Background: an optimization exercise with open tools, aiming at small area, a short achievable clock period and few clock cycles per item. Do not read the settings as production practice. The RTL was checked by simulation tests, not by an equivalence proof against the original design. Power figures rest on the tool's default switching activity, not on a simulated workload.

## flow/design.v (module list and top-level ports; edited modules follow where they fit)
// module dotoptact: 179 lines
// module dot_booth: 9 lines
// module dot_multree: 1322 lines
module dotoptact(input logic clk, input logic rst_n,
           output logic slave_waitrequest,
           input logic [3:0] slave_address,
           input logic slave_read, output logic [31:0] slave_readdata,
           input logic slave_write, input logic [31:0] slave_writedata,
           input logic master_waitrequest,
           output logic [31:0] master_address,
           output logic master_read, input logic [31:0] master_readdata, input logic master_readdatavalid,
           output logic master_write, output logic [31:0] master_writedata,
           input logic master2_waitrequest,
           output logic [31:0] master2_address,
           output logic master2_read, input logic [31:0] master2_readdata, input logic master2_readdatavalid,
           output logic master2_write, output logic [31:0] master2_writedata);
  // ...
==> flow/run.sh <==
#!/bin/bash
# synth_recipe.tcl (not shown) runs the flow's synth.tcl, then flattens the netlist and writes it again
# the make line also repeats each setting of config.mk as NAME=value (left out here)
make -C /OpenROAD-flow-scripts/flow DESIGN_CONFIG=/design/flow/config.mk WORK_HOME=/design/flow/orfs CLKGATE_MAP_FILE= SYNTH_SCRIPT=/design/flow/synth_recipe.tcl finish
==> flow/config.mk <==
export PLATFORM = sky130hd
export DESIGN_NAME = dotoptact
export DESIGN_NICKNAME = dotoptact
export VERILOG_FILES = /design/flow/design.v
export SDC_FILE = /design/flow/constraint.sdc
export NUM_CORES = 4
export LEC_CHECK = 0
export ABC_AREA = 1
export CAP_MARGIN = 20
export CORE_MARGIN = 2
export CORE_UTILIZATION = 40
export SLEW_MARGIN = 20
==> flow/constraint.sdc <==
create_clock -name core_clock -period 15.0 [get_ports {clk}]
set_input_delay 3.0000 -clock core_clock [delete_from_list [all_inputs] [get_ports {clk}]]
set_output_delay 3.0000 -clock core_clock [all_outputs]
set_load 0.01 [all_outputs]
==> impl_metrics.yaml, run 1 <==
worst_setup_path:
  worst-path-buf-inv: 3
  critPathTopFamily: "adder cells"
  cpMostUsedCell: "fa_1"
pwr:
  power_leader: "combinational cells"
  power.total_mw: 7.743
  seq_power_share_pct: 26.4
place:
  place_area_mm2: 0.04261
clocking:
  cts_resized: 0
  post-cts-setup-buffers: 0
  cts_max_path_buffers: 3
yosys:
  ys_top_cells_by_count: "542 x inv_1, 510 x xor2_1, 457 x nand2_1"
  async_flop_share_pct: 0
  synthAdderAreaFrac_pct: 23.51
  syn-cell-area_mm2: 0.03967
  yosysWarnings: 1
  ys_top_cells_by_area: "fa_1 20%, dfxtp_1 18%, edfxtp_1 16%"
finish:
  mostFrequentLayoutCell: "inv_1"
  final_layout_size_suffix_gt1_share_pct: 6.131
timing:
  fin_crit_sh_pct: 38.72
  max_freq_mhz: 172.2
  layout_min_cycle_time_ps: 5808
global_route:
  antenna_found_initial: 0
  overflow: 0
run_status:
  status: "timing/DRC/antenna clean"
detailed_routing:
  routedLengthMet1_um: 47820
  wl_per_cell_um: 20.77
die:
  ioPinCount: 273
job:
  cap_violations: 0
Testbench counts, summed over its fixed seeds: cycles 26,462, items 723.
==> module dotoptact, before the edit <==
module dotoptact(input logic clk, input logic rst_n,
           output logic slave_waitrequest,
           input logic [3:0] slave_address,
           input logic slave_read, output logic [31:0] slave_readdata,
           input logic slave_write, input logic [31:0] slave_writedata,
           input logic master_waitrequest,
           output logic [31:0] master_address,
           output logic master_read, input logic [31:0] master_readdata, input logic master_readdatavalid,
           output logic master_write, output logic [31:0] master_writedata,
           input logic master2_waitrequest,
           output logic [31:0] master2_address,
           output logic master2_read, input logic [31:0] master2_readdata, input logic master2_readdatavalid,
           output logic master2_write, output logic [31:0] master2_writedata);
    logic [31:2] r1, r2, r3, r4;
    logic [8:0] r5;
    logic r7;
    logic wr_q;
    logic ok;
    wire wxfer = slave_write & ~wr_q;
    wire start = wxfer & (slave_address == 4'd0);
    logic ibusy, ibias;
    logic [31:2] waddr;
    logic [8:0] icnt;
    wire itx = ibusy & ~master_waitrequest;
    logic v1;
    logic [31:0] w1, w2, a3;
    logic [15:0] one2, two2, neg2, one3, two3, neg3;
    logic ractive;
    logic [8:0] rcnt;
    logic [31:2] saddr;
    wire isb1 = v1 & ~ractive;
    wire isw1 = m2rd;        
    logic q2, b2, l2, b3, l3, b4, l4;
    logic m2rd, m2wr;
    logic [31:2] m2addr;
    logic [47:16] s4, c4;
    logic k4;
    logic [47:16] sm, cm;
    logic km;
    logic [31:0] sum, wdata;
    logic bpend;             
    logic uvalid;            
    logic opend;             
    logic [31:2] oaddr;
    logic oact;
    logic sdone, wpend;
    wire wrdo = m2wr;        
    assign slave_waitrequest = wr_q;
    assign slave_readdata = 32'd0;
    assign master_write = 1'b0;
    assign master_writedata = 32'd0;
    assign master_read = ibusy;
    assign master_address = {waddr, 2'b00};
    assign master2_read = m2rd;
    assign master2_write = m2wr;
    assign master2_address = {m2addr, 2'b00};
    assign master2_writedata = wdata;
    wire [11:0] hd = oaddr[13:2] - r3[13:2];
    wire hazard = uvalid & (hd < {3'b000, r5});
    always_comb begin
        case (slave_address)
            4'd0: ok = ~ibusy & ~bpend & ~opend & ~hazard;
            4'd1, 4'd2: ok = ~ibias;
            4'd3, 4'd5: ok = ~bpend;
            4'd4, 4'd7: ok = ~opend;
            default: ok = 1'b1;
        endcase
        if (slave_read) ok = ~uvalid;
    end
    wire uvalid_n = start | (uvalid & ~(wrdo & ~opend));
    logic ractive_n, wpend_n;
    logic [31:2] saddr_n, oaddr_n;
    always_comb begin
        ractive_n = ractive;
        if (isb1) ractive_n = 1'b1;
        else if (isw1 & (rcnt == 9'd1)) ractive_n = 1'b0;
        saddr_n = saddr;
        if (isb1) saddr_n = r3;
        else if (isw1) saddr_n = saddr + 30'd1;
        wpend_n = wpend;
        if (sdone & ~wpend) wpend_n = 1'b1;
        else if (wrdo) wpend_n = 1'b0;
        oaddr_n = oaddr;
        if ((start & (~uvalid | (wrdo & ~opend))) | (wrdo & opend)) oaddr_n = r4;
    end
    wire m2rd_n = master_readdatavalid & ractive_n;
    dot_booth be(.w(w2), .one(one2), .two(two2), .neg(neg2));
    dot_multree mt(.a(a3), .one(one3), .two(two3), .neg(neg3), .s(sm), .c(cm), .k(km));
    always_ff @(posedge clk) begin
        if (wxfer) begin
            case (slave_address)
                4'd1: r1 <= slave_writedata[31:2];
                4'd2: r2 <= slave_writedata[31:2];
                4'd3: r3 <= slave_writedata[31:2];
                4'd4: r4 <= slave_writedata[31:2];
                4'd5: r5 <= slave_writedata[8:0];
                4'd7: r7 <= |slave_writedata;
                default: ;
            endcase
        end
        if (start) begin
            waddr <= r1;
            icnt <= r5;
        end else if (itx) begin
            if (ibias) begin
                waddr <= r2;
            end else begin
                waddr <= waddr + 30'd1;
                icnt <= icnt - 9'd1;
            end
        end
        w1 <= master_readdata;
        w2 <= w1;
        one3 <= one2;
        two3 <= two2;
        neg3 <= neg2;
        if (isb1) rcnt <= r5;
        else if (isw1) rcnt <= rcnt - 9'd1;
        saddr <= saddr_n;
        m2addr <= m2rd_n ? saddr_n : oaddr_n;
        a3 <= b2 ? 32'h0001_0000 : (q2 ? master2_readdata : 32'd0);
        s4 <= sm;
        c4 <= cm;
        k4 <= km;
        sum <= (b4 ? 32'd0 : sum) + s4 + c4 + {31'd0, k4};
        if (sdone & ~wpend) wdata <= (oact & sum[31]) ? 32'd0 : sum;
        oaddr <= oaddr_n;
        if ((start & (~uvalid | (wrdo & ~opend))) | (wrdo & opend)) oact <= r7;
        if (!rst_n) begin
            wr_q <= 1'b0;
            ibusy <= 1'b0;
            ibias <= 1'b0;
            v1 <= 1'b0;
            q2 <= 1'b0;
            b2 <= 1'b0;
            l2 <= 1'b0;
            b3 <= 1'b0;
            l3 <= 1'b0;
            b4 <= 1'b0;
            l4 <= 1'b0;
            m2rd <= 1'b0;
            m2wr <= 1'b0;
            ractive <= 1'b0;
            bpend <= 1'b0;
            uvalid <= 1'b0;
            opend <= 1'b0;
            sdone <= 1'b0;
            wpend <= 1'b0;
        end else begin
            wr_q <= ~(~uvalid_n | ((slave_write | slave_read) & wr_q & ok));
            if (start) begin
                ibusy <= 1'b1;
                ibias <= 1'b1;
            end else if (itx) begin
                ibias <= 1'b0;
                if (~ibias & (icnt == 9'd1)) ibusy <= 1'b0;
            end
            v1 <= master_readdatavalid;
            ractive <= ractive_n;
            m2rd <= m2rd_n;
            m2wr <= wpend_n & ~m2rd_n;
            q2 <= isw1;
            b2 <= isb1;
            l2 <= isw1 & (rcnt == 9'd1);
            b3 <= b2;
            l3 <= l2;
            b4 <= b3;
            l4 <= l3;
            if (start) bpend <= 1'b1;
            else if (isb1) bpend <= 1'b0;
            uvalid <= uvalid_n;
            if (start & uvalid & ~(wrdo & ~opend)) opend <= 1'b1;
            else if (wrdo) opend <= 1'b0;
            if (l4) sdone <= 1'b1;
            else if (~wpend) sdone <= 1'b0;
            wpend <= wpend_n;
        end
    end
endmodule
==> inputs of run 2 (changes only) <==
--- a/flow/design.v
+++ b/flow/design.v
@@ -21,2 +21,3 @@
     logic ibusy, ibias;
+    logic pstart;            
     logic [31:2] waddr;
@@ -24,2 +25,4 @@
     wire itx = ibusy & ~master_waitrequest;
+    wire ilast = itx & ~ibias & (icnt == 9'd1);           
+    wire inew = (start & (~ibusy | ilast)) | (pstart & ilast);
     logic v1;
@@ -61,4 +64,4 @@
         case (slave_address)
-            4'd0: ok = ~ibusy & ~bpend & ~opend & ~hazard;
-            4'd1, 4'd2: ok = ~ibias;
+            4'd0: ok = ~pstart & ~bpend & ~opend & ~hazard;
+            4'd1, 4'd2: ok = ~ibias & ~pstart;
             4'd3, 4'd5: ok = ~bpend;
@@ -100,3 +103,3 @@
         end
-        if (start) begin
+        if (inew) begin
             waddr <= r1;
@@ -132,2 +135,3 @@
             ibias <= 1'b0;
+            pstart <= 1'b0;
             v1 <= 1'b0;
@@ -150,3 +154,3 @@
             wr_q <= ~(~uvalid_n | ((slave_write | slave_read) & wr_q & ok));
-            if (start) begin
+            if (inew) begin
                 ibusy <= 1'b1;
@@ -155,4 +159,6 @@
                 ibias <= 1'b0;
-                if (~ibias & (icnt == 9'd1)) ibusy <= 1'b0;
+                if (ilast) ibusy <= 1'b0;
             end
+            if (start & ibusy & ~ilast) pstart <= 1'b1;
+            else if (ilast) pstart <= 1'b0;
             v1 <= master_readdatavalid;
==> flow/flow/run.sh (new file) <==
#!/bin/bash
# Layout flow: the standard flow (standard.sh) unchanged, except that ORFS's
# timing repair aims at a setup slack of SETUP_SLACK_MARGIN ns below the 15 ns
# constraint, i.e. at a shorter clock period. The constraints are not changed.
# make's output goes to flow_make.log; each ORFS step keeps its own log under orfs/logs.
set -euo pipefail
cd "$(dirname "$0")/.."
bash standard.sh SETUP_SLACK_MARGIN=10.5 finish > flow_make.log 2>&1
==> flow/standard.sh (new file) <==
#!/bin/bash
# synth_recipe.tcl (not shown) runs the flow's synth.tcl, then flattens the netlist and writes it again
# the make line also repeats each setting of config.mk as NAME=value (left out here)
make -C /OpenROAD-flow-scripts/flow DESIGN_CONFIG=/design/flow/config.mk WORK_HOME=/design/flow/orfs CLKGATE_MAP_FILE= SYNTH_SCRIPT=/design/flow/synth_recipe.tcl "${@:-finish}"
removed: flow/run.sh
==> run 2 against run 1 <==
Still clean. Die area increased by 0.24%. Total power rose by 0.56%. Routed wire length is 1.1% higher. Largest power group unchanged. Highest routed layer unchanged.
==> impl_metrics.yaml, run 2 <==
run_status:
  status: "timing/DRC/antenna clean"
detailed_routing:
  vias_per_cell: 5.293
  drc: 0
  routed_wl_um: 117500
  wl_per_cell_um: 20.84
  via_count: 29860
  final_antenna_net_count: 0
  drt_iter0_drc: 2720
  drt-pass1-iter-count: 7
clocking:
  h-tree-depth: 2
  cts.sinks: 562
  worstSkewPairLatency_ps: 710
  root_buffer: "clkbuf_16"
  numCtsBuffers: 60
  cts_max_path_buffers: 3
  clk_pin_slew_ps: 60
  cts_tree: "built"
  cts_hold_buf: 0
finish:
  n_antenna_cell: 0
  final_cell_mix: "540 x inv_1, 514 x xor2_1, 454 x nand2_1, 439 x o22ai_1, 389 x fa_1"
  syn2layout_area_growth_pct: 14.33
  finalNetCount: 4921
  final_layout_size_suffix_gt1_share_pct: 8.337
  finish.instance_area_mm2: 0.04546
  mostFrequentLayoutCell: "inv_1"
yosys:
  synth_area_per_cell_um2: 9.554
  synth-main-ff-cell: "dfxtp_1"
  synth-edff-count: 211
  yosys.cell_types.count: 63
  yosysTopAreaCell: "fa_1"
  syn_inst: 4162
  synth_top_area_share_pct: 19.84
  yosysWarnings: 1
  syn-cell-area_mm2: 0.03976
  synth_most_common_cell: "inv_1"
  synth_seq_cells: 562
  async_flop_share_pct: 0
  ys_seq_area_share_pct: 33.60
  ys_top_cells_by_area: "fa_1 20%, dfxtp_1 18%, edfxtp_1 16%"
  ys_top_cells_by_count: "549 x inv_1, 514 x xor2_1, 456 x nand2_1"
worst_setup_path:
  critPathTopFamily: "flip-flops"
  crit_chain: "clkdlybuf4s15_1"
  critPathMaxStageDelay_ps: 460
  required_ps: 12000
  end_kind: "output port"
  slowest_stage: "edfxtp_1"
  worst-path-buf-inv: 1
  cp-start-kind: "register"
  path_max_fanout: 3
  arrival_ps: 1450
  path_class: "register to output port"
pwr:
  seq_power_share_pct: 26.3
  ir_worst_vdd_v: 0.0001179
  p_sw_mw: 3.363
  comb_power_share_pct: 54.2
  switching_share_pct: 43.19
  leakage_nw: 19.97
  power_density_mw_per_mm2: 171.3
  power.total_mw: 7.786
  internal-power_mw: 4.423
  p_clk_share_pct: 19.5
timing:
  rsz0062_at_grt: "true"
  slew_viol_final: 0
  layout_min_cycle_time_ps: 4449
  slew_headroom_pct: 29.99
  worst_pin_slew_ps: 1049
  hold_viol_final: 0
  max_freq_mhz: 224.8
  layout_setup_ws_ps: 10550
  fin_crit_sh_pct: 29.66
  holdWs_ps: 324.5
  skew_ps: 50.09
  tns_ps: 0
  finalSetupViolations: 0
place:
  dpl.hpwl_um: 81410
  port_buffers: 201
  place_area_mm2: 0.04266
  globalplace.congestion: 0.9042
  pre_cts_ws_ps: 9570
global_route:
  antenna_found_initial: 1
  grt_first_pass_wirelength_um: 177600
  grt_pass1_vias: 29624
  grt_start_max_net_pins: 53
  overflow: 0
  grt_use_total_pct: 22.68
job:
  cap_violations: 0
die:
  ioPinCount: 273
  die-area_mm2: 0.1019
  die_h_um: 319.3
  initial_utilization_pct: 40.40
  num_rows: 115
  core_area_mm2: 0.09842
  die_x_um: 319.3
hold_path:
  hold_class: "register to register"
-- run 2: cell types whose count changed after synthesis, moves of 13 or more --
cell / delta
nor2_1: -19
o21a_1: +13
nand3_1: -21
or2_2: -13
o21ai_1: +43
o21ai_0: -34
-- run 2: per-layer routing --
metal  vias to the layer above  share of wire [%]  GRT usage (%)  routed length (um)
li1                      13703                  -              -                   -
met1                     14377                 41          30.18               48580
met2                      1450                 45          35.63               53380
met3                       330                8.8          5.182               10330
met4                         0                4.5          9.287                5245
met5                         -                  0              0                   0
-- run 2: cell families after synthesis --
group | Yosys count | synth area share, %
compound gates | 722 | 10.87
flops | 562 | 33.60
xor+xnor | 549 | 12.09
mux | 36 | 1.016
fa+ha+maj | 509 | 23.45
simple gates | 882 | 9.559
other cells | 1 | 0.009431
buf+inv | 901 | 9.396
-- run 2: final timing paths --
kind	startpoint	to	slack (ps)	cells past startpoint
worst min register to register	w1[5]	w2[5]	320	0
worst min-delay path	w1[5]	w2[5]	320	0
worst max-delay path	waddr[11]	master_address[11]	10550	1
worst max register to register	neg3[7]	c4[34]	10590	12
-- run 2: per-stage QoR --
stage	utilization [%]	cells
finish	46.19	5641
global route	46.19	5641
CTS	45.75	5623
detailed placement	43.34	5471
global placement	43.34	5471
floorplan	-	4230
-- run 2: final cells by class --
class	instances	area, um2
fillers	9395	52960
repair inverters	5	32.53
well taps	1287	1610
flip-flops and latches	562	13410
clock buffers	88	1698
inverters	585	2310
clock inverters	24	332.8
repair buffers	323	3074
multi-input cells	2767	23000
-- run 2: repair_timing --
action | 4_1_cts | 5_1_grt
resized for setup | 171 | 83
setup buffers | 35 | 17
pin swaps | 0 | 1
gates cloned | 5 | 0
endpoints found under the setup margin | 179 | 91
-- run 2: power groups by stage --
stage	sequential (mW)	clock [mW]	combinational, mW
after CTS	2.05	1.57	4.23
after floorplan	2.03	0	3.01
final	2.05	1.52	4.22
after global routing	2.07	1.63	4.80
after global placement	2.08	0	4.15
after detailed placement	2.08	0	4.21
Testbench counts of run 2, summed over its fixed seeds: cycles 25,402, items 723.
==> inputs of run 3 (changes only) <==
--- a/flow/design.v
+++ b/flow/design.v
@@ -15,3 +15,4 @@
     logic [8:0] r5;
-    logic r7;
+    logic [3:0] r7q;         
+    wire r7 = |r7q;
     logic wr_q;
@@ -24,5 +25,11 @@
     logic [8:0] icnt;
+    logic icnt1;             
     wire itx = ibusy & ~master_waitrequest;
-    wire ilast = itx & ~ibias & (icnt == 9'd1);           
-    wire inew = (start & (~ibusy | ilast)) | (pstart & ilast);
+    wire atlast = ibusy & ~ibias & icnt1;                   
+    wire ilast = atlast & ~master_waitrequest;
+    wire inew = (start & ~ibusy) | (ilast & (pstart | start));
+    wire iload = ~ibusy | atlast;
+    wire [31:2] waddr_d = iload ? r1 : ibias ? r2 : waddr + 30'd1;
+    wire [8:0] icnt_d = iload ? r5 : ibias ? icnt : icnt - 9'd1;
+    wire ien = (start & ~ibusy) | itx;
     logic v1;
@@ -99,3 +106,4 @@
                 4'd5: r5 <= slave_writedata[8:0];
-                4'd7: r7 <= |slave_writedata;
+                4'd7: r7q <= {|slave_writedata[31:24], |slave_writedata[23:16],
+                               |slave_writedata[15:8], |slave_writedata[7:0]};
                 default: ;
@@ -103,12 +111,6 @@
         end
-        if (inew) begin
-            waddr <= r1;
-            icnt <= r5;
-        end else if (itx) begin
-            if (ibias) begin
-                waddr <= r2;
-            end else begin
-                waddr <= waddr + 30'd1;
-                icnt <= icnt - 9'd1;
-            end
+        if (ien) begin
+            waddr <= waddr_d;
+            icnt <= icnt_d;
+            icnt1 <= icnt_d == 9'd1;
         end
==> flow/flow/run.sh (replaced) <==
#!/bin/bash
# Layout flow: the standard flow (standard.sh) unchanged, except that ORFS's
# timing repair aims at a setup slack of SETUP_SLACK_MARGIN ns below the 15 ns
# constraint, i.e. at a shorter clock period, working on the worst path only
# (TNS_END_PERCENT=0), and the port buffers start out as buf_2. The constraints
# are not changed. make's output goes to flow_make.log; each ORFS step keeps its
# own log under orfs/logs.
set -euo pipefail
cd "$(dirname "$0")/.."
bash standard.sh SETUP_SLACK_MARGIN=10.8 TNS_END_PERCENT=0 \
    "BUFFER_PORTS_ARGS=-buffer_cell sky130_fd_sc_hd__buf_2" finish > flow_make.log 2>&1
==> run 3 against run 2 <==
Worst setup slack gained 110 ps. Largest power group unchanged. Critical path depth is the same. Critical path type unchanged. Total power grew 1.3%. Sequential power is essentially flat. Synthesized cell count shrank 0.26%. Sequential share of layout area grew 0.59 points. Worst hold slack gained 1.6 ps. Global-route usage grew 0.069 points. Cell count is essentially flat. Non-clock buffer count shrank 9. Sequential cell count grew 4.
==> impl_metrics.yaml, run 3 <==
run_status:
  status: "timing/DRC/antenna clean"
worst_setup_path:
  worstReg2RegStart: "one3[5]"
  arrival_ps: 1340
  r2r-end: "c4[34]"
  worst-path-buf-inv: 1
  critPathMaxStageDelay_ps: 490
  required_ps: 12000
  reg2reg_depth: 12
  path_class: "register to output port"
  crit_chain: "buf_2"
  path_max_fanout: 5
  slowest_stage: "edfxtp_1"
  rrSetupSlack_ps: 10690
  critPathTopFamily: "flip-flops"
  end_kind: "output port"
  cp-start-kind: "register"
  startpoint: "waddr[12]"
clocking:
  numCtsBuffers: 67
  worstSkewPairLatency_ps: 670
  cts_tree: "built"
  cts.sinks: 566
  h-tree-depth: 3
  cts_max_path_buffers: 3
  clk_pin_slew_ps: 70
  root_buffer: "clkbuf_16"
die:
  core_area_mm2: 0.09856
  initial_utilization_pct: 40.40
  die-area_mm2: 0.1021
  num_rows: 115
  die_h_um: 319.5
  die_x_um: 319.5
  ioPinCount: 273
yosys:
  synth-main-ff-cell: "dfxtp_1"
  ys_top_cells_by_area: "fa_1 20%, dfxtp_1 18%, edfxtp_1 16%"
  ys_top_cells_by_count: "537 x inv_1, 509 x xor2_1, 441 x o22ai_1"
  synth_most_common_cell: "inv_1"
  yosysTopAreaCell: "fa_1"
  synth-edff-count: 215
  syn_inst: 4151
  yosys.cell_types.count: 61
  yosysWarnings: 1
  syn-cell-area_mm2: 0.03982
  ys_seq_area_share_pct: 33.86
  async_flop_share_pct: 0
  synth_top_area_share_pct: 19.81
  synth_seq_cells: 566
  synth_area_per_cell_um2: 9.594
timing:
  layout_setup_ws_ps: 10660
  layout_min_cycle_time_ps: 4344
  max_freq_mhz: 230.2
  finalSetupViolations: 0
  slew_viol_final: 0
  skew_ps: 40.65
  slew_headroom_pct: 32.12
  worst_pin_slew_ps: 1017
  fin_crit_sh_pct: 28.96
  hold_viol_final: 0
  tns_ps: 0
  rsz0062_at_grt: "true"
global_route:
  grt_use_total_pct: 22.75
  grt_start_max_net_pins: 51
  grt_pass1_vias: 29722
  antenna_found_initial: 0
  overflow: 0
  grt_first_pass_wirelength_um: 179600
finish:
  final_cell_mix: "522 x inv_1, 508 x xor2_1, 436 x o22ai_1, 403 x nand2_1, 379 x fa_1"
  finalNetCount: 4912
  n_antenna_cell: 0
  mostFrequentLayoutCell: "inv_1"
  final_layout_size_suffix_gt1_share_pct: 13.68
  syn2layout_area_growth_pct: 12.99
hold_path:
  hold_depth: 0
  hp-start: "w1[18]"
  hold_end: "w2[18]"
  hold_class: "register to register"
place:
  dpl.hpwl_um: 80770
  port_buffers: 201
  pre_cts_ws_ps: 9614
  globalplace.congestion: 0.9003
detailed_routing:
  drt-pass1-iter-count: 8
  drt_iter0_drc: 2791
  vias_per_cell: 5.383
  via_count: 30343
  routed.top_layer: "met4"
  drc: 0
  wl_per_cell_um: 21.12
  routedLengthMet1_um: 48310
  final_antenna_net_count: 0
  routed_wl_um: 119000
  wl_met2_um: 54200
  wl_met3_um: 11950
pwr:
  leakage_nw: 19.85
  ir_worst_vdd_v: 0.0001242
  power_density_mw_per_mm2: 175.3
  power.total_mw: 7.889
job:
  cap_violations: 0
-- run 3: changes by cell type in the layout (fill, tap and decap cells not counted), sizes merged, moves of 12 or more --
cell / before / now
a21oi: 79 / 105
clkdlybuf4s15: 28 / 0
or2: 14 / 26
nand2: 464 / 410
clkinvlp: 14 / 28
buf: 120 / 311
inv: 568 / 550
dlygate4sd2: 67 / 0
clkdlybuf4s50: 105 / 0
-- run 3: layer usage --
layer	vias up	GRT usage (%)
met5	-	0
met4	0	9.151
met3	315	5.762
met2	1562	35.45
met1	14734	30.25
li1	13732	-
-- run 3: cell type report --
cell class                 count  area [um2]
timing repair inverter        11       77.57
inverter                     572        2237
sequential                   566       13540
clock buffer                  88        1866
clock inverter                35       464.2
timing repair buffer         314        2188
fill                        9374       53570
tap                         1287        1610
multi-input combinational   2764       23010
-- run 3: kinds of logic after synthesis --
logic type / Yosys count / synth area share [%]
adders and majority gates: 508 / 23.39
AOI/OAI and AO/OA: 751 / 11.30
xor gates and xnor gates: 543 / 11.94
buffers and inverters: 889 / 9.256
other: 1 / 0.009417
DFF: 566 / 33.86
and+or+nand+nor: 860 / 9.250
muxes: 33 / 0.9991
-- run 3: repair_timing --
| action | in CTS | in global routing |
|---|---|---|
| endpoints found under the setup margin | 122 | 154 |
| pin swaps | 0 | 13 |
| setup buffers | 27 | 12 |
| gates cloned | 11 | 2 |
| resized for setup | 85 | 80 |
| hold buffers | 0 | 0 |
-- run 3: per-stage QoR --
stage	cell area, um2	util [%]	hold slack [ps]	std cells
2_1_floorplan	40100	-	309.6	4219
3_3_place_gp	41720	42.33	313.6	5462
3_5_place_dp	41720	42.33	312.1	5462
4_1_cts	44580	45.23	324.3	5623
5_1_grt	44990	45.65	330.8	5637
6_report	44990	45.65	326.1	5637
-- run 3: worst reg2reg max path: stages (launching register included) --
cell        delay (ps)
dfxtp_2            380
clkinvlp_4         110
buf_12             150
buf_4              170
o22ai_1            190
xor2_1             200
fa_1               450
fa_1               560
fa_1               460
fa_1               490
fa_1               480
fa_1               540
inv_1               40
-- run 3: worst max-delay path by stage --
stage                              end  depth (start not counted)  slack, ps
floorplan                       r1[10]                          4      10560
global placement                c4[36]                         10       9620
detailed placement              c4[36]                         10       9610
CTS                 master_address[12]                          1      10610
global route        master_address[12]                          1      10590
finish              master_address[12]                          1      10660
-- run 3: report_power, final --
part	total [mW]	internal [mW]	switching (mW)
sequential	2.05	1.91	0.133
combinational	4.15	1.64	2.51
clock	1.69	0.971	0.717
Testbench counts of run 3, summed over its fixed seeds: cycles 25,402, items 723.
==> inputs of run 4 (changes only) <==
--- a/flow/flow/run.sh
+++ b/flow/flow/run.sh
@@ -9,3 +9,3 @@
 cd "$(dirname "$0")/.."
-bash standard.sh SETUP_SLACK_MARGIN=10.8 TNS_END_PERCENT=0 \
+bash standard.sh SETUP_SLACK_MARGIN=11.0 TNS_END_PERCENT=0 \
     "BUFFER_PORTS_ARGS=-buffer_cell sky130_fd_sc_hd__buf_2" finish > flow_make.log 2>&1
--- a/flow/config.mk
+++ b/flow/config.mk
@@ -10,3 +10,3 @@
 export CORE_MARGIN = 2
-export CORE_UTILIZATION = 40
+export CORE_UTILIZATION = 65
 export SLEW_MARGIN = 20
==> run 4 against run 3 <==
Still clean on timing, DRC and antenna. Highest routed layer unchanged. Combinational power is 8.0% higher. Largest power group unchanged. Die area decreased by 38%. Clock-buffer cell count fell by 1. Total power is 0.81% higher. Critical endpoint is now c4[37].
==> impl_metrics.yaml, run 4 <==
timing:
  finalSetupViolations: 0
  layout_min_cycle_time_ps: 4350
  tns_ps: 0
  slew_headroom_pct: 26.60
  layout_setup_ws_ps: 10650
  worst_pin_slew_ps: 1098
  hold_viol_final: 0
  fin_crit_sh_pct: 29.00
  skew_ps: 49.02
  slew_viol_final: 0
  max_freq_mhz: 229.9
  rsz0062_at_grt: "true"
clocking:
  numCtsBuffers: 56
  root_buffer: "clkbuf_16"
  cts_max_path_buffers: 3
  clk_pin_slew_ps: 70
  worstSkewPairLatency_ps: 630
  cts_hold_buf: 0
  cts.sinks: 566
  cts_tree: "built"
  h-tree-depth: 2
pwr:
  seq_power_share_pct: 25.6
  switching_share_pct: 42.96
  ir_worst_vdd_v: 0.0001294
  p_sw_mw: 3.417
  internal-power_mw: 4.536
  comb_power_share_pct: 56.3
  power_density_mw_per_mm2: 177.7
  p_clk_share_pct: 18.1
  leakage_nw: 19.97
hold_path:
  hold_end: "w2[1]"
  hold_depth: 0
  hp-start: "w1[1]"
  hold_class: "register to register"
worst_setup_path:
  cpMostUsedCell: "fa_2"
  rrSetupSlack_ps: 10650
  end_kind: "register"
  reg2reg_depth: 11
  slowest_stage: "fa_2"
  path_max_fanout: 5
  r2r-end: "c4[37]"
  path_class: "register to register"
  worstReg2RegStart: "a3[28]"
  crit_chain: "clkinvlp_4, buf_6, o22ai_2, xor2_1, fa_1, fa_2, fa_2, fa_2, fa_1, fa_2, inv_1"
  cp-start-kind: "register"
  arrival_ps: 4880
  critPathMaxStageDelay_ps: 620
  required_ps: 15530
place:
  dpl.hpwl_um: 75510
  port_buffers: 201
  globalplace.congestion: 0.9204
  pre_cts_ws_ps: 9294
  place_area_mm2: 0.04111
yosys:
  yosysWarnings: 1
  yosysTopAreaCell: "fa_1"
  synth-edff-count: 215
  yosys.cell_types.count: 61
  syn-cell-area_mm2: 0.03982
  ys_top_cells_by_area: "fa_1 20%, dfxtp_1 18%, edfxtp_1 16%"
  async_flop_share_pct: 0
  synth_top_area_share_pct: 19.81
  ys_top_cells_by_count: "537 x inv_1, 509 x xor2_1, 441 x o22ai_1"
  synth_area_per_cell_um2: 9.594
  synth_seq_cells: 566
  ys_seq_area_share_pct: 33.86
  synth-main-ff-cell: "dfxtp_1"
  synth_most_common_cell: "inv_1"
  syn_inst: 4151
die:
  die_x_um: 251.5
  ioPinCount: 273
  initial_utilization_pct: 65.86
  die_h_um: 251.5
  num_rows: 90
  die-area_mm2: 0.06326
  core_area_mm2: 0.06047
global_route:
  overflow: 0
  grt_first_pass_wirelength_um: 173500
  antenna_found_initial: 2
  grt_use_total_pct: 35.70
  grt_start_max_net_pins: 51
  grt_pass1_vias: 30490
detailed_routing:
  final_antenna_net_count: 0
  wl_per_cell_um: 22.19
  via_count: 30974
  drt-pass1-iter-count: 8
  vias_per_cell: 6.028
  drt_iter0_drc: 3448
  drc: 0
  routed_wl_um: 114000
finish:
  final_layout_size_suffix_gt1_share_pct: 14.84
  mostFrequentLayoutCell: "inv_1"
  final_util_pct: 74.02
  finalNetCount: 4923
  finish.instance_area_mm2: 0.04476
  syn2layout_area_growth_pct: 12.40
  final_cell_mix: "514 x inv_1, 502 x xor2_1, 410 x o22ai_1, 404 x nand2_1, 369 x fa_1"
job:
  cap_violations: 0
run_status:
  status: "timing/DRC/antenna clean"
[run 4: cell count changes in the layout (fill, tap and decap cells not counted), moves of 8 or more]
cell	change
fa_1	-10
o22ai_1	-26
inv_1	-8
buf_8	+14
fa_2	+10
clkbuf_1	+8
o22ai_2	+22
buf_6	-10
buf_12	+8
[run 4: layout make-up]
cell class | instances | area, um2
Timing Repair inverter | 7 | 52.55
Clock buffer | 87 | 1704
Clock inverter | 18 | 222.7
Tap cell | 782 | 978.4
Sequential cell | 566 | 13540
Multi-Input combinational cell | 2764 | 23310
Timing Repair Buffer | 340 | 2673
Inverter | 572 | 2273
Antenna cell | 2 | 5.005
Fill cell | 4412 | 15710
[run 4: routing by layer]
layer / GRT usage, % / share of wire (%)
met4: 14.44 / 4.6
met2: 52.46 / 43
met3: 11.49 / 13
met5: 0 / 0
met1: 49.16 / 40
[run 4: cells by family after synthesis]
family / Yosys count / share of synthesized area (%)
buffers and inverters: 889 / 9.256
other: 1 / 0.009417
AO/OA/AOI/OAI: 751 / 11.30
AND/OR/NAND/NOR: 860 / 9.250
adder cells (fa/ha/maj): 508 / 23.39
multiplexers: 33 / 0.9991
flip-flops: 566 / 33.86
XOR/XNOR: 543 / 11.94
[run 4: worst max-delay path by stage]
| stage | start | to | slack (ps) | depth (start not counted) |
|---|---|---|---|---|
| 2_1_floorplan | slave_address[3] | m2addr[29] | 10690 | 9 |
| 3_3_place_gp | neg3[4] | c4[35] | 9340 | 11 |
| 3_5_place_dp | neg3[4] | c4[35] | 9290 | 11 |
| 4_1_cts | waddr[17] | master_address[17] | 10710 | 1 |
| 5_1_grt | two3[5] | c4[38] | 10620 | 12 |
| 6_report | a3[28] | c4[37] | 10650 | 11 |
[run 4: power by group through the flow]
stage / clock [mW] / sequential [mW] / combinational (mW)
2_1_floorplan: 0 / 2.04 / 3.00
3_3_place_gp: 0 / 2.06 / 4.20
3_5_place_dp: 0 / 2.07 / 4.28
4_1_cts: 1.46 / 2.03 / 4.34
5_1_grt: 1.52 / 2.05 / 4.99
6_report: 1.44 / 2.03 / 4.48
[run 4: critical path, delay by kind of cell, from the launching register on]
| family | cells | cell delay, ps |
|---|---|---|
| AO/OA/AOI/OAI | 1 | 160 |
| XOR/XNOR | 1 | 230 |
| adder cells (fa/ha/maj) | 6 | 2890 |
| buffers and inverters | 3 | 520 |
| flip-flops | 1 | 430 |
[run 4: through the flow]
| step | hold slack [ps] | cells | total power [mW] |
|---|---|---|---|
| finish | 324.3 | 5138 | 7.953 |
| global route | 327.1 | 5136 | 8.561 |
| CTS | 326.4 | 5108 | 7.833 |
| detailed placement | 312.1 | 4953 | 6.346 |
| global placement | 310.4 | 4953 | 6.259 |
| floorplan | 309.6 | 4219 | 5.040 |
[run 4: timing repair]
action                                  CTS  global route
pin swaps                                23            58
gates cloned                             10             4
resized for setup                       156           103
setup buffers                            40            23
endpoints found under the setup margin  282           347
==> inputs of run 5 (changes only) <==
--- a/flow/design.v
+++ b/flow/design.v
@@ -80,3 +80,3 @@
     wire uvalid_n = start | (uvalid & ~(wrdo & ~opend));
-    logic ractive_n, wpend_n;
+    logic ractive_n, wpend_n, oact_n;
     logic [31:2] saddr_n, oaddr_n;
@@ -93,3 +93,7 @@
         oaddr_n = oaddr;
-        if ((start & (~uvalid | (wrdo & ~opend))) | (wrdo & opend)) oaddr_n = r4;
+        oact_n = oact;
+        if ((start & (~uvalid | (wrdo & ~opend))) | (wrdo & opend)) begin
+            oaddr_n = r4;
+            oact_n = r7;
+        end
     end
@@ -132,3 +136,3 @@
         oaddr <= oaddr_n;
-        if ((start & (~uvalid | (wrdo & ~opend))) | (wrdo & opend)) oact <= r7;
+        oact <= oact_n;
         if (!rst_n) begin
==> flow/flow/run.sh (replaced) <==
#!/bin/bash
# Layout flow: the standard flow (standard.sh) with these changes:
#  - synthesis runs the standard flow's own synth_recipe.tcl with -noabc added to its synth
#    calls. That skips only the quick "abc -fast" inside Yosys's synth command
#    (ORFS's full ABC mapping still runs afterwards), so that extract_fa finds the
#    multiplier tree's full adders without inverters between them. The registers
#    and their names are those of the standard synthesis.
#  - ORFS's timing repair aims at a setup slack of SETUP_SLACK_MARGIN ns below
#    the 15 ns constraint (a shorter period), on the worst path only
#    (TNS_END_PERCENT=0), and the port buffers start out as buf_2.
# The constraints are not changed. make's output goes to flow_make.log; each ORFS
# step keeps its own log under orfs/logs.
set -euo pipefail
cd "$(dirname "$0")/.."
sed 's/yosys synth -nofsm -noshare /yosys synth -nofsm -noshare -noabc /' synth_recipe.tcl > synth_recipe_noabc.tcl
grep -q -- '-noabc' synth_recipe_noabc.tcl
bash standard.sh SYNTH_SCRIPT="$PWD/synth_recipe_noabc.tcl" SETUP_SLACK_MARGIN=10.8 \
    TNS_END_PERCENT=0 "BUFFER_PORTS_ARGS=-buffer_cell sky130_fd_sc_hd__buf_2" finish > flow_make.log 2>&1
--- a/flow/config.mk
+++ b/flow/config.mk
@@ -10,3 +10,3 @@
 export CORE_MARGIN = 2
-export CORE_UTILIZATION = 65
+export CORE_UTILIZATION = 40
 export SLEW_MARGIN = 20
==> run 5 against run 4 <==
Worst setup slack improved by 20 ps. Via count fell by 2.9%. Global-route usage is 12 points lower. Clock-buffer cell count increased by 3. Combinational power down 5.8%. Clock power up 18%. First-iteration DRC count shrank 18%. Total power shrank 0.15%. Die area increased by 60%. Register-to-register slack gained 90 ps. Critical path depth decreased by 10. Fmax increased by 0.47%. Critical path type is now register to output port. Largest power group unchanged.
==> impl_metrics.yaml, run 5 <==
yosys:
  synth_top_family_by_area: "adder cells"
  ys_top_cells_by_area: "fa_1 20%, dfxtp_1 18%, edfxtp_1 16%"
  yosys.cell_types.count: 54
  ys_seq_area_share_pct: 34.09
  synth_top_area_share_pct: 20.45
  muxShareOfSynthArea_pct: 0.9870
  synthAdderAreaFrac_pct: 24.15
  yosysTopAreaCell: "fa_1"
  synth-main-ff-cell: "dfxtp_1"
  yosysWarnings: 1
  synth_seq_cells: 566
  syn-cell-area_mm2: 0.03955
  yosys.area_share.simple_pct: 10.18
  synth_compound_area_share_pct: 10.97
  async_flop_share_pct: 0
  synth_area_per_cell_um2: 9.715
  syn_inst: 4071
  ys_top_cells_by_count: "502 x xor2_1, 474 x nand2_1, 440 x o22ai_1"
  synth-edff-count: 215
  synth_most_common_cell: "xor2_1"
  synth_xor_area_share_pct: 11.76
die:
  die-area_mm2: 0.1014
  num_rows: 115
  die_x_um: 318.5
  initial_utilization_pct: 40.30
  core_area_mm2: 0.09813
  die_h_um: 318.5
  ioPinCount: 273
detailed_routing:
  drt-pass1-iter-count: 9
  vias_per_cell: 5.429
  drc: 0
  wl_per_cell_um: 21.66
  drt_iter0_drc: 2829
  routed_wl_um: 120000
  final_antenna_net_count: 0
  via_count: 30068
global_route:
  grt_first_pass_wirelength_um: 182600
  grt_use_total_pct: 23.36
  grt_start_max_net_pins: 53
  grt_pass1_vias: 30234
  antenna_found_initial: 8
  overflow: 0
pwr:
  ir_worst_vdd_v: 0.0001089
  power.total_mw: 7.942
  power_density_mw_per_mm2: 177.5
  leakage_nw: 19.37
clocking:
  cts.sinks: 566
  cts_tree: "built"
  cts_max_path_buffers: 3
  numCtsBuffers: 67
  clk_pin_slew_ps: 70
  cts_hold_buf: 0
  root_buffer: "clkbuf_16"
  h-tree-depth: 3
  worstSkewPairLatency_ps: 670
job:
  cap_violations: 0
place:
  dpl.hpwl_um: 80720
  globalplace.congestion: 0.9487
  port_buffers: 201
hold_path:
  hold_depth: 0
  hold_class: "register to register"
  hp-start: "w1[12]"
  hold_end: "w2[12]"
worst_setup_path:
  required_ps: 12000
  critPathTopFamily: "flip-flops"
  worstReg2RegStart: "a3[24]"
  worst-path-buf-inv: 1
  reg2reg_depth: 10
  critPathMaxStageDelay_ps: 470
  cp-start-kind: "register"
  end_kind: "output port"
  crit_chain: "buf_2"
  path_class: "register to output port"
  path_max_fanout: 4
  slowest_stage: "edfxtp_1"
  rrSetupSlack_ps: 10740
  r2r-end: "c4[28]"
  arrival_ps: 1330
run_status:
  status: "timing/DRC/antenna clean"
timing:
  slew_headroom_pct: 30.26
  tns_ps: 0
  skew_ps: 48.48
  worst_pin_slew_ps: 1045
  hold_viol_final: 0
  fin_crit_sh_pct: 28.86
  finalSetupViolations: 0
  layout_min_cycle_time_ps: 4329
  rsz0062_at_grt: "true"
  max_freq_mhz: 231.0
  slew_viol_final: 0
finish:
  syn2layout_area_growth_pct: 13.12
  finalNetCount: 4824
  final_layout_size_suffix_gt1_share_pct: 13.76
  final_cell_mix: "497 x xor2_1, 474 x nand2_1, 429 x o22ai_1, 390 x inv_1, 388 x fa_1"
  mostFrequentLayoutCell: "xor2_1"
[run 5: changes by cell type after synthesis, moves of 10 or more]
| cell | delta |
|---|---|
| clkbuf_1 | +25 |
| o21ai_1 | -12 |
| inv_2 | -12 |
| a21oi_1 | -11 |
| fa_1 | +10 |
| inv_1 | -138 |
| nand4_1 | +11 |
| nand2_1 | +70 |
| buf_2 | -21 |
| nor2_1 | +21 |
[run 5: cell type report]
| cell class | instances | area, um2 |
|---|---|---|
| Sequential cell | 566 | 13520 |
| Timing Repair inverter | 5 | 35.03 |
| Timing Repair Buffer | 308 | 2173 |
| Antenna cell | 1 | 2.502 |
| Inverter | 417 | 1629 |
| Clock inverter | 34 | 441.7 |
| Multi-Input combinational cell | 2830 | 23400 |
| Tap cell | 1287 | 1610 |
| Fill cell | 9182 | 53390 |
| Clock buffer | 90 | 1927 |
[run 5: per-stage QoR]
stage	hold WS (ps)	utilization [%]	std cells	setup WS, ps	cell area [um2]
3_3_place_gp	313.3	42.28	5376	9910	41490
4_1_cts	317.6	45.17	5527	10620	44320
6_report	312.4	45.59	5538	10670	44740
2_1_floorplan	309.6	-	4139	10550	39830
5_1_grt	325.9	45.59	5538	10630	44740
3_5_place_dp	312.1	42.30	5377	9827	41510
[run 5: power breakdown]
part | internal (mW) | leakage (nW) | total (mW) | switching, mW
Sequential | 1.91 | 4.90 | 2.02 | 0.111
Combinational | 1.66 | 13.3 | 4.22 | 2.56
Clock | 0.983 | 1.15 | 1.70 | 0.715
[run 5: what timing repair did]
action | CTS | global route
cloned | 5 | 0
buffers inserted | 21 | 10
pin swaps | 0 | 11
endpoints found under the setup margin | 121 | 133
gates resized for setup | 64 | 96
[run 5: how the worst max path moves through the flow]
stage / to / cells past startpoint / startpoint / slack, ps
final: master_address[28] / 1 / waddr[28] / 10670
after detailed placement: c4[33] / 11 / a3[21] / 9830
after floorplan: r1[10] / 2 / slave_write / 10550
after global placement: c4[33] / 11 / a3[21] / 9910
after CTS: master_address[25] / 1 / waddr[25] / 10620
after global routing: c4[33] / 12 / a3[19] / 10630
[run 5: logic make-up after synthesis]
family | Yosys count
XOR/XNOR | 531
AO/OA/AOI/OAI | 722
AND/OR/NAND/NOR | 956
other | 1
flip-flops | 566
buffers and inverters | 743
multiplexers | 31
adder cells (fa/ha/maj) | 521
[run 5: routing by layer]
metal	part of all wire, %	global-route usage (%)
met1	42	31.49
met4	4.0	10.26
met3	11	6.525
met5	0.026	0
met2	43	35.05
Testbench counts of run 5, summed over its fixed seeds: cycles 25,402, items 723.
==> inputs of run 6 (changes only) <==
--- a/flow/design.v
+++ b/flow/design.v
@@ -67,4 +67,4 @@
     assign master2_writedata = wdata;
-    wire [11:0] hd = oaddr[13:2] - r3[13:2];
-    wire hazard = uvalid & (hd < {3'b000, r5});
+    wire [9:0] hd = oaddr[11:2] - r3[11:2];
+    wire hazard = uvalid & (hd < {1'b0, r5});
     always_comb begin
@@ -100,2 +100,4 @@
     wire m2rd_n = master_readdatavalid & ractive_n;
+    logic [31:0] acc_y;
+    dot_acc ac(.a(b4 ? 32'd0 : sum), .s(s4), .c(c4), .k(k4), .y(acc_y));
     dot_booth be(.w(w2), .one(one2), .two(two2), .neg(neg2));
@@ -133,3 +135,3 @@
         k4 <= km;
-        sum <= (b4 ? 32'd0 : sum) + s4 + c4 + {31'd0, k4};
+        sum <= acc_y;
         if (sdone & ~wpend) wdata <= (oact & sum[31]) ? 32'd0 : sum;
@@ -1522 +1524,248 @@
 endmodule
+module dot_acc(input logic [31:0] a, input logic [31:0] s, input logic [31:0] c,
+               input logic k, output logic [31:0] y);
+    logic [31:0] x, z, g, p;
+    wire cy0;
+    assign {cy0, x[0]} = {1'b0, a[0]} + {1'b0, s[0]} + {1'b0, c[0]};
+    wire cy1;
+    assign {cy1, x[1]} = {1'b0, a[1]} + {1'b0, s[1]} + {1'b0, c[1]};
+    wire cy2;
+    assign {cy2, x[2]} = {1'b0, a[2]} + {1'b0, s[2]} + {1'b0, c[2]};
+    wire cy3;
+    assign {cy3, x[3]} = {1'b0, a[3]} + {1'b0, s[3]} + {1'b0, c[3]};
+    wire cy4;
+    assign {cy4, x[4]} = {1'b0, a[4]} + {1'b0, s[4]} + {1'b0, c[4]};
+    wire cy5;
+    assign {cy5, x[5]} = {1'b0, a[5]} + {1'b0, s[5]} + {1'b0, c[5]};
+    wire cy6;
+    assign {cy6, x[6]} = {1'b0, a[6]} + {1'b0, s[6]} + {1'b0, c[6]};
+    wire cy7;
+    assign {cy7, x[7]} = {1'b0, a[7]} + {1'b0, s[7]} + {1'b0, c[7]};
+    wire cy8;
+    assign {cy8, x[8]} = {1'b0, a[8]} + {1'b0, s[8]} + {1'b0, c[8]};
+    wire cy9;
+    assign {cy9, x[9]} = {1'b0, a[9]} + {1'b0, s[9]} + {1'b0, c[9]};
+    wire cy10;
+    assign {cy10, x[10]} = {1'b0, a[10]} + {1'b0, s[10]} + {1'b0, c[10]};
+    wire cy11;
+    assign {cy11, x[11]} = {1'b0, a[11]} + {1'b0, s[11]} + {1'b0, c[11]};
+    wire cy12;
+    assign {cy12, x[12]} = {1'b0, a[12]} + {1'b0, s[12]} + {1'b0, c[12]};
+    wire cy13;
+    assign {cy13, x[13]} = {1'b0, a[13]} + {1'b0, s[13]} + {1'b0, c[13]};
+    wire cy14;
+    assign {cy14, x[14]} = {1'b0, a[14]} + {1'b0, s[14]} + {1'b0, c[14]};
+    wire cy15;
+    assign {cy15, x[15]} = {1'b0, a[15]} + {1'b0, s[15]} + {1'b0, c[15]};
+    wire cy16;
+    assign {cy16, x[16]} = {1'b0, a[16]} + {1'b0, s[16]} + {1'b0, c[16]};
+    wire cy17;
+    assign {cy17, x[17]} = {1'b0, a[17]} + {1'b0, s[17]} + {1'b0, c[17]};
+    wire cy18;
+    assign {cy18, x[18]} = {1'b0, a[18]} + {1'b0, s[18]} + {1'b0, c[18]};
+    wire cy19;
+    assign {cy19, x[19]} = {1'b0, a[19]} + {1'b0, s[19]} + {1'b0, c[19]};
+    wire cy20;
+    assign {cy20, x[20]} = {1'b0, a[20]} + {1'b0, s[20]} + {1'b0, c[20]};
+    wire cy21;
+    assign {cy21, x[21]} = {1'b0, a[21]} + {1'b0, s[21]} + {1'b0, c[21]};
+    wire cy22;
+    assign {cy22, x[22]} = {1'b0, a[22]} + {1'b0, s[22]} + {1'b0, c[22]};
+    wire cy23;
+    assign {cy23, x[23]} = {1'b0, a[23]} + {1'b0, s[23]} + {1'b0, c[23]};
+    wire cy24;
+    assign {cy24, x[24]} = {1'b0, a[24]} + {1'b0, s[24]} + {1'b0, c[24]};
+    wire cy25;
+    assign {cy25, x[25]} = {1'b0, a[25]} + {1'b0, s[25]} + {1'b0, c[25]};
+    wire cy26;
+    assign {cy26, x[26]} = {1'b0, a[26]} + {1'b0, s[26]} + {1'b0, c[26]};
+    wire cy27;
+    assign {cy27, x[27]} = {1'b0, a[27]} + {1'b0, s[27]} + {1'b0, c[27]};
+    wire cy28;
+    assign {cy28, x[28]} = {1'b0, a[28]} + {1'b0, s[28]} + {1'b0, c[28]};
+    wire cy29;
+    assign {cy29, x[29]} = {1'b0, a[29]} + {1'b0, s[29]} + {1'b0, c[29]};
+    wire cy30;
+    assign {cy30, x[30]} = {1'b0, a[30]} + {1'b0, s[30]} + {1'b0, c[30]};
+    wire cy31;
+    assign {cy31, x[31]} = {1'b0, a[31]} + {1'b0, s[31]} + {1'b0, c[31]};
+    assign z = {cy30, cy29, cy28, cy27, cy26, cy25, cy24, cy23, cy22, cy21, cy20, cy19, cy18, cy17, cy16, cy15, cy14, cy13, cy12, cy11, cy10, cy9, cy8, cy7, cy6, cy5, cy4, cy3, cy2, cy1, cy0, k};
+    assign {g[0], p[0]} = {1'b0, x[0]} + {1'b0, z[0]};
+    assign {g[1], p[1]} = {1'b0, x[1]} + {1'b0, z[1]};
+    assign {g[2], p[2]} = {1'b0, x[2]} + {1'b0, z[2]};
+    assign {g[3], p[3]} = {1'b0, x[3]} + {1'b0, z[3]};
+    assign {g[4], p[4]} = {1'b0, x[4]} + {1'b0, z[4]};
+    assign {g[5], p[5]} = {1'b0, x[5]} + {1'b0, z[5]};
+    assign {g[6], p[6]} = {1'b0, x[6]} + {1'b0, z[6]};
+    assign {g[7], p[7]} = {1'b0, x[7]} + {1'b0, z[7]};
+    assign {g[8], p[8]} = {1'b0, x[8]} + {1'b0, z[8]};
+    assign {g[9], p[9]} = {1'b0, x[9]} + {1'b0, z[9]};
+    assign {g[10], p[10]} = {1'b0, x[10]} + {1'b0, z[10]};
+    assign {g[11], p[11]} = {1'b0, x[11]} + {1'b0, z[11]};
+    assign {g[12], p[12]} = {1'b0, x[12]} + {1'b0, z[12]};
+    assign {g[13], p[13]} = {1'b0, x[13]} + {1'b0, z[13]};
+    assign {g[14], p[14]} = {1'b0, x[14]} + {1'b0, z[14]};
+    assign {g[15], p[15]} = {1'b0, x[15]} + {1'b0, z[15]};
+    assign {g[16], p[16]} = {1'b0, x[16]} + {1'b0, z[16]};
+    assign {g[17], p[17]} = {1'b0, x[17]} + {1'b0, z[17]};
+    assign {g[18], p[18]} = {1'b0, x[18]} + {1'b0, z[18]};
+    assign {g[19], p[19]} = {1'b0, x[19]} + {1'b0, z[19]};
+    assign {g[20], p[20]} = {1'b0, x[20]} + {1'b0, z[20]};
+    assign {g[21], p[21]} = {1'b0, x[21]} + {1'b0, z[21]};
+    assign {g[22], p[22]} = {1'b0, x[22]} + {1'b0, z[22]};
+    assign {g[23], p[23]} = {1'b0, x[23]} + {1'b0, z[23]};
+    assign {g[24], p[24]} = {1'b0, x[24]} + {1'b0, z[24]};
+    assign {g[25], p[25]} = {1'b0, x[25]} + {1'b0, z[25]};
+    assign {g[26], p[26]} = {1'b0, x[26]} + {1'b0, z[26]};
+    assign {g[27], p[27]} = {1'b0, x[27]} + {1'b0, z[27]};
+    assign {g[28], p[28]} = {1'b0, x[28]} + {1'b0, z[28]};
+    assign {g[29], p[29]} = {1'b0, x[29]} + {1'b0, z[29]};
+    assign {g[30], p[30]} = {1'b0, x[30]} + {1'b0, z[30]};
+    assign {g[31], p[31]} = {1'b0, x[31]} + {1'b0, z[31]};
+    wire G1_1 = g[1] | (p[1] & g[0]);
+    wire P1_1 = p[1] & p[0];
+    wire G3_2 = g[3] | (p[3] & g[2]);
+    wire P3_2 = p[3] & p[2];
+    wire G5_3 = g[5] | (p[5] & g[4]);
+    wire P5_3 = p[5] & p[4];
+    wire G7_4 = g[7] | (p[7] & g[6]);
+    wire P7_4 = p[7] & p[6];
+    wire G9_5 = g[9] | (p[9] & g[8]);
+    wire P9_5 = p[9] & p[8];
+    wire G11_6 = g[11] | (p[11] & g[10]);
+    wire P11_6 = p[11] & p[10];
+    wire G13_7 = g[13] | (p[13] & g[12]);
+    wire P13_7 = p[13] & p[12];
+    wire G15_8 = g[15] | (p[15] & g[14]);
+    wire P15_8 = p[15] & p[14];
+    wire G17_9 = g[17] | (p[17] & g[16]);
+    wire P17_9 = p[17] & p[16];
+    wire G19_10 = g[19] | (p[19] & g[18]);
+    wire P19_10 = p[19] & p[18];
+    wire G21_11 = g[21] | (p[21] & g[20]);
+    wire P21_11 = p[21] & p[20];
+    wire G23_12 = g[23] | (p[23] & g[22]);
+    wire P23_12 = p[23] & p[22];
+    wire G25_13 = g[25] | (p[25] & g[24]);
+    wire P25_13 = p[25] & p[24];
+    wire G27_14 = g[27] | (p[27] & g[26]);
+    wire P27_14 = p[27] & p[26];
+    wire G29_15 = g[29] | (p[29] & g[28]);
+    wire P29_15 = p[29] & p[28];
+    wire G31_16 = g[31] | (p[31] & g[30]);
+    wire P31_16 = p[31] & p[30];
+    wire G3_17 = G3_2 | (P3_2 & G1_1);
+    wire P3_17 = P3_2 & P1_1;
+    wire G7_18 = G7_4 | (P7_4 & G5_3);
+    wire P7_18 = P7_4 & P5_3;
+    wire G11_19 = G11_6 | (P11_6 & G9_5);
+    wire P11_19 = P11_6 & P9_5;
+    wire G15_20 = G15_8 | (P15_8 & G13_7);
+    wire P15_20 = P15_8 & P13_7;
+    wire G19_21 = G19_10 | (P19_10 & G17_9);
+    wire P19_21 = P19_10 & P17_9;
+    wire G23_22 = G23_12 | (P23_12 & G21_11);
+    wire P23_22 = P23_12 & P21_11;
+    wire G27_23 = G27_14 | (P27_14 & G25_13);
+    wire P27_23 = P27_14 & P25_13;
+    wire G31_24 = G31_16 | (P31_16 & G29_15);
+    wire P31_24 = P31_16 & P29_15;
+    wire G7_25 = G7_18 | (P7_18 & G3_17);
+    wire P7_25 = P7_18 & P3_17;
+    wire G15_26 = G15_20 | (P15_20 & G11_19);
+    wire P15_26 = P15_20 & P11_19;
+    wire G23_27 = G23_22 | (P23_22 & G19_21);
+    wire P23_27 = P23_22 & P19_21;
+    wire G31_28 = G31_24 | (P31_24 & G27_23);
+    wire P31_28 = P31_24 & P27_23;
+    wire G15_29 = G15_26 | (P15_26 & G7_25);
+    wire P15_29 = P15_26 & P7_25;
+    wire G31_30 = G31_28 | (P31_28 & G23_27);
+    wire P31_30 = P31_28 & P23_27;
+    wire G31_31 = G31_30 | (P31_30 & G15_29);
+    wire P31_31 = P31_30 & P15_29;
+    wire G23_32 = G23_27 | (P23_27 & G15_29);
+    wire P23_32 = P23_27 & P15_29;
+    wire G11_33 = G11_19 | (P11_19 & G7_25);
+    wire P11_33 = P11_19 & P7_25;
+    wire G19_34 = G19_21 | (P19_21 & G15_29);
+    wire P19_34 = P19_21 & P15_29;
+    wire G27_35 = G27_23 | (P27_23 & G23_32);
+    wire P27_35 = P27_23 & P23_32;
+    wire G5_36 = G5_3 | (P5_3 & G3_17);
+    wire P5_36 = P5_3 & P3_17;
+    wire G9_37 = G9_5 | (P9_5 & G7_25);
+    wire P9_37 = P9_5 & P7_25;
+    wire G13_38 = G13_7 | (P13_7 & G11_33);
+    wire P13_38 = P13_7 & P11_33;
+    wire G17_39 = G17_9 | (P17_9 & G15_29);
+    wire P17_39 = P17_9 & P15_29;
+    wire G21_40 = G21_11 | (P21_11 & G19_34);
+    wire P21_40 = P21_11 & P19_34;
+    wire G25_41 = G25_13 | (P25_13 & G23_32);
+    wire P25_41 = P25_13 & P23_32;
+    wire G29_42 = G29_15 | (P29_15 & G27_35);
+    wire P29_42 = P29_15 & P27_35;
+    wire G2_43 = g[2] | (p[2] & G1_1);
+    wire P2_43 = p[2] & P1_1;
+    wire G4_44 = g[4] | (p[4] & G3_17);
+    wire P4_44 = p[4] & P3_17;
+    wire G6_45 = g[6] | (p[6] & G5_36);
+    wire P6_45 = p[6] & P5_36;
+    wire G8_46 = g[8] | (p[8] & G7_25);
+    wire P8_46 = p[8] & P7_25;
+    wire G10_47 = g[10] | (p[10] & G9_37);
+    wire P10_47 = p[10] & P9_37;
+    wire G12_48 = g[12] | (p[12] & G11_33);
+    wire P12_48 = p[12] & P11_33;
+    wire G14_49 = g[14] | (p[14] & G13_38);
+    wire P14_49 = p[14] & P13_38;
+    wire G16_50 = g[16] | (p[16] & G15_29);
+    wire P16_50 = p[16] & P15_29;
+    wire G18_51 = g[18] | (p[18] & G17_39);
+    wire P18_51 = p[18] & P17_39;
+    wire G20_52 = g[20] | (p[20] & G19_34);
+    wire P20_52 = p[20] & P19_34;
+    wire G22_53 = g[22] | (p[22] & G21_40);
+    wire P22_53 = p[22] & P21_40;
+    wire G24_54 = g[24] | (p[24] & G23_32);
+    wire P24_54 = p[24] & P23_32;
+    wire G26_55 = g[26] | (p[26] & G25_41);
+    wire P26_55 = p[26] & P25_41;
+    wire G28_56 = g[28] | (p[28] & G27_35);
+    wire P28_56 = p[28] & P27_35;
+    wire G30_57 = g[30] | (p[30] & G29_42);
+    wire P30_57 = p[30] & P29_42;
+    assign y[0] = p[0];
+    assign y[1] = p[1] ^ g[0];
+    assign y[2] = p[2] ^ G1_1;
+    assign y[3] = p[3] ^ G2_43;
+    assign y[4] = p[4] ^ G3_17;
+    assign y[5] = p[5] ^ G4_44;
+    assign y[6] = p[6] ^ G5_36;
+    assign y[7] = p[7] ^ G6_45;
+    assign y[8] = p[8] ^ G7_25;
+    assign y[9] = p[9] ^ G8_46;
+    assign y[10] = p[10] ^ G9_37;
+    assign y[11] = p[11] ^ G10_47;
+    assign y[12] = p[12] ^ G11_33;
+    assign y[13] = p[13] ^ G12_48;
+    assign y[14] = p[14] ^ G13_38;
+    assign y[15] = p[15] ^ G14_49;
+    assign y[16] = p[16] ^ G15_29;
+    assign y[17] = p[17] ^ G16_50;
+    assign y[18] = p[18] ^ G17_39;
+    assign y[19] = p[19] ^ G18_51;
+    assign y[20] = p[20] ^ G19_34;
+    assign y[21] = p[21] ^ G20_52;
+    assign y[22] = p[22] ^ G21_40;
+    assign y[23] = p[23] ^ G22_53;
+    assign y[24] = p[24] ^ G23_32;
+    assign y[25] = p[25] ^ G24_54;
+    assign y[26] = p[26] ^ G25_41;
+    assign y[27] = p[27] ^ G26_55;
+    assign y[28] = p[28] ^ G27_35;
+    assign y[29] = p[29] ^ G28_56;
+    assign y[30] = p[30] ^ G29_42;
+    assign y[31] = p[31] ^ G30_57;
+endmodule
--- a/flow/flow/run.sh
+++ b/flow/flow/run.sh
@@ -10,2 +10,4 @@
 #    (TNS_END_PERCENT=0), and the port buffers start out as buf_2.
+#  - clock tree synthesis runs with ORFS's default arguments plus
+#    -dont_use_dummy_load.
 # The constraints are not changed. make's output goes to flow_make.log; each ORFS
@@ -17,2 +19,4 @@
 bash standard.sh SYNTH_SCRIPT="$PWD/synth_recipe_noabc.tcl" SETUP_SLACK_MARGIN=10.8 \
-    TNS_END_PERCENT=0 "BUFFER_PORTS_ARGS=-buffer_cell sky130_fd_sc_hd__buf_2" finish > flow_make.log 2>&1
+    TNS_END_PERCENT=0 "BUFFER_PORTS_ARGS=-buffer_cell sky130_fd_sc_hd__buf_2" \
+    "CTS_ARGS=-sink_clustering_enable -repair_clock_nets -dont_use_dummy_load" \
+    finish > flow_make.log 2>&1
==> run 6 against run 5 <==
Cell count down 5.7%. Total power down 20%. Via count down 7.2%. Critical path depth unchanged. Clock skew up 75 ps. Clock-buffer cell count down 30. Critical path type unchanged. Critical endpoint is now master_address[30]. Largest cell class unchanged.
==> impl_metrics.yaml, run 6 <==
timing:
  finalSetupViolations: 0
  slew_headroom_pct: 32.64
  max_freq_mhz: 229.8
  holdWs_ps: 260.0
  slew_viol_final: 0
  skew_ps: 123.0
  tns_ps: 0
  hold_viol_final: 0
  rsz0062_at_grt: "true"
  worst_pin_slew_ps: 1009
  layout_min_cycle_time_ps: 4351
  fin_crit_sh_pct: 29.01
clocking:
  h-tree-depth: 2
  cts_hold_buf: 0
  clk_pin_slew_ps: 60
  worstSkewPairLatency_ps: 700
  cts.sinks: 566
  numCtsBuffers: 60
  cts_tree: "built"
  root_buffer: "clkbuf_16"
  cts_max_path_buffers: 3
yosys:
  muxShareOfSynthArea_pct: 0.9047
  yosys.area_share.simple_pct: 8.849
  synth_top_family_by_area: "adder cells"
  synth-main-ff-cell: "dfxtp_1"
  async_flop_share_pct: 0
  synthAdderAreaFrac_pct: 25.40
  ys_seq_area_share_pct: 34.94
  synth_area_per_cell_um2: 10.02
  synth_seq_cells: 566
  synth_most_common_cell: "xor2_1"
  synth_compound_area_share_pct: 10.45
  synth_top_area_share_pct: 21.74
  yosysTopAreaCell: "fa_1"
  ys_top_cells_by_count: "494 x xor2_1, 438 x o22ai_1, 419 x fa_1"
  syn-cell-area_mm2: 0.03858
  ys_top_cells_by_area: "fa_1 22%, dfxtp_1 18%, edfxtp_1 17%"
  syn_inst: 3849
  synth-edff-count: 215
  yosysWarnings: 1
  synth_xor_area_share_pct: 11.69
  yosys.cell_types.count: 50
worst_setup_path:
  worst-path-buf-inv: 1
  critPathMaxStageDelay_ps: 470
  end_kind: "output port"
  slowest_stage: "edfxtp_1"
  worstReg2RegStart: "a3[15]"
  rrSetupSlack_ps: 10720
  r2r-end: "c4[34]"
  reg2reg_depth: 12
  arrival_ps: 1350
  startpoint: "waddr[30]"
  endpoint: "master_address[30]"
  critPathTopFamily: "flip-flops"
  required_ps: 12000
  path_max_fanout: 4
  crit_chain: "buf_2"
  path_class: "register to output port"
  cp-start-kind: "register"
  path_depth: 1
hold_path:
  hold_class: "register to register"
  hp-start: "w1[19]"
finish:
  mostFrequentLayoutCell: "xor2_1"
  finalNetCount: 4601
  final_layout_size_suffix_gt1_share_pct: 12.20
  finalNonFillerCells: 5225
  final_cell_mix: "492 x xor2_1, 427 x o22ai_1, 409 x nand2_1, 409 x fa_1, 368 x inv_1"
  finish.instance_area_mm2: 0.04272
  syn2layout_area_growth_pct: 10.71
die:
  initial_utilization_pct: 40.49
  ioPinCount: 273
  core_area_mm2: 0.09529
  die_x_um: 314.6
  die-area_mm2: 0.09896
  num_rows: 113
  die_h_um: 314.6
pwr:
  seq_power_share_pct: 31.9
  comb_power_share_pct: 48.4
  p_clk_share_pct: 19.7
  leakage_nw: 18.50
  switching_share_pct: 37.86
  power_density_mw_per_mm2: 148.3
  p_sw_mw: 2.399
  ir_worst_vdd_v: 0.0001145
  power.total_mw: 6.337
  internal-power_mw: 3.938
detailed_routing:
  via_count: 27917
  drc: 0
  drt_iter0_drc: 2567
  drt-pass1-iter-count: 5
  wl_per_cell_um: 20.51
  routed_wl_um: 107200
  vias_per_cell: 5.343
  final_antenna_net_count: 0
place:
  dpl.hpwl_um: 73670
  place_area_mm2: 0.04054
  port_buffers: 201
  globalplace.congestion: 0.9052
  placedCellCount: 5137
global_route:
  grt_start_max_net_pins: 46
  overflow: 0
  grt_first_pass_wirelength_um: 165500
  grt_pass1_vias: 28392
  antenna_found_initial: 10
  grt_use_total_pct: 21.64
run_status:
  status: "timing/DRC/antenna clean"
job:
  cap_violations: 0
run 6: changes by cell type in the layout (fill, tap and decap cells not counted), sizes merged, moves of 10 or more:
cell and change:
o21ai -15, nand2 -64, fa +15, nand3 -11, inv -30, clkbuf -30
or2 -10, nor2 -40, clkinv -14, a21oi -24
run 6: how the worst min path moves through the flow:
stage	to	slack, ps	cells after the start
CTS	w2[20]	250	0
global route	w2[20]	270	0
finish	w2[19]	260	0
floorplan	w2[0]	310	0
global placement	w2[12]	310	0
detailed placement	w2[30]	310	0
run 6: through the flow:
step           util [%]  setup slack, ps
6_report          44.83            10650
5_1_grt           44.83            10600
4_1_cts           44.46            10600
3_5_place_dp      42.54            10040
3_3_place_gp      42.54            10040
2_1_floorplan         -            10550
run 6: power by group through the flow:
stage / Combinational (mW) / Sequential [mW] / Clock (mW)
2_1_floorplan: 2.29 / 2.04 / 0
3_3_place_gp: 3.00 / 2.05 / 0
3_5_place_dp: 3.09 / 2.05 / 0
4_1_cts: 3.11 / 2.02 / 1.29
5_1_grt: 3.62 / 2.05 / 1.34
6_report: 3.07 / 2.02 / 1.25
run 6: layer usage:
layer | GRT usage (%) | up-vias | share of wire, %
met5 | 0 | - | 0.077
met4 | 8.355 | 12 | 4.3
met3 | 4.842 | 264 | 8.8
met2 | 32.88 | 1310 | 44
met1 | 30.08 | 13575 | 43
li1 | - | 12756 | -
run 6: kinds of logic (layout without fill, tap and decap cells):
| group | Yosys count | after routing |
|---|---|---|
| compound gates | 669 | 669 |
| mux | 31 | 31 |
| xor+xnor | 515 | 515 |
| simple gates | 817 | 817 |
| flops | 566 | 566 |
| fa+ha+maj | 532 | 532 |
| buf+inv | 718 | 760 |
| other cells | 1 | 70 |
run 6: timing repair:
| action | 4_1_cts | 5_1_grt |
|---|---|---|
| pin swaps | 0 | 12 |
| endpoints found under the hold margin | 0 | 0 |
| gates resized for setup | 46 | 71 |
| endpoints found under the setup margin | 92 | 154 |
| gates cloned | 5 | 1 |
| setup buffers | 13 | 7 |
run 6: area by class of cell:
| type | instances | area (um2) |
|---|---|---|
| Inverter | 396 | 1524 |
| Sequential cell | 566 | 13520 |
| Timing Repair inverter | 5 | 35.03 |
| Fill cell | 9133 | 52580 |
| Timing Repair Buffer | 299 | 2018 |
| Multi-Input combinational cell | 2633 | 22530 |
| Antenna cell | 1 | 2.502 |
| Tap cell | 1265 | 1583 |
| Clock buffer | 60 | 1501 |
Testbench counts of run 6, summed over its fixed seeds: cycles 25,402, items 723.

separate check: timing with driven ports:
Ports are ideal in the flow. The routed layouts listed here were re-timed in OpenROAD. Step 1 assumes that a clkbuf_16 drives the clock port and a buf_2 every other input. Step 2 times the ports against the registers' clock, not the clock port: input delays grow and output delays shrink by t, the midpoint of the rising clock arrivals with the driver on. Slacks: no drivers / after step 1 / after step 2; pairs: no drivers / after step 1.
run	shift t [ns]	setup WS [ns]	worst hold slack (ns)	worst setup path at the end	worst slew at a driven data input, ns
run 1	0.758	9.192 / 9.192 / 8.978	0.323 / 0.323 / 0.323	input to register	0.05
run 2	0.760	10.551 / 10.479 / 9.887	0.324 / 0.324 / 0.324	input to register	0.06
run 3	0.715	10.656 / 10.585 / 10.161	0.326 / 0.326 / 0.326	input to register	0.04
run 4	0.679	10.650 / 10.649 / 10.154	0.324 / 0.324 / 0.324	input to register	0.05
run 5	0.712	10.671 / 10.605 / 10.117	0.312 / 0.312 / 0.312	input to register	0.09
run 6	0.706	10.649 / 10.580 / 10.069	0.260 / 0.260 / 0.260	input to register	0.11
After both steps setup and hold are still met in every run listed. For run 2, which loses most, drivers alone change the setup slack by -0.072 ns; drivers and shift together by -0.664 ns.
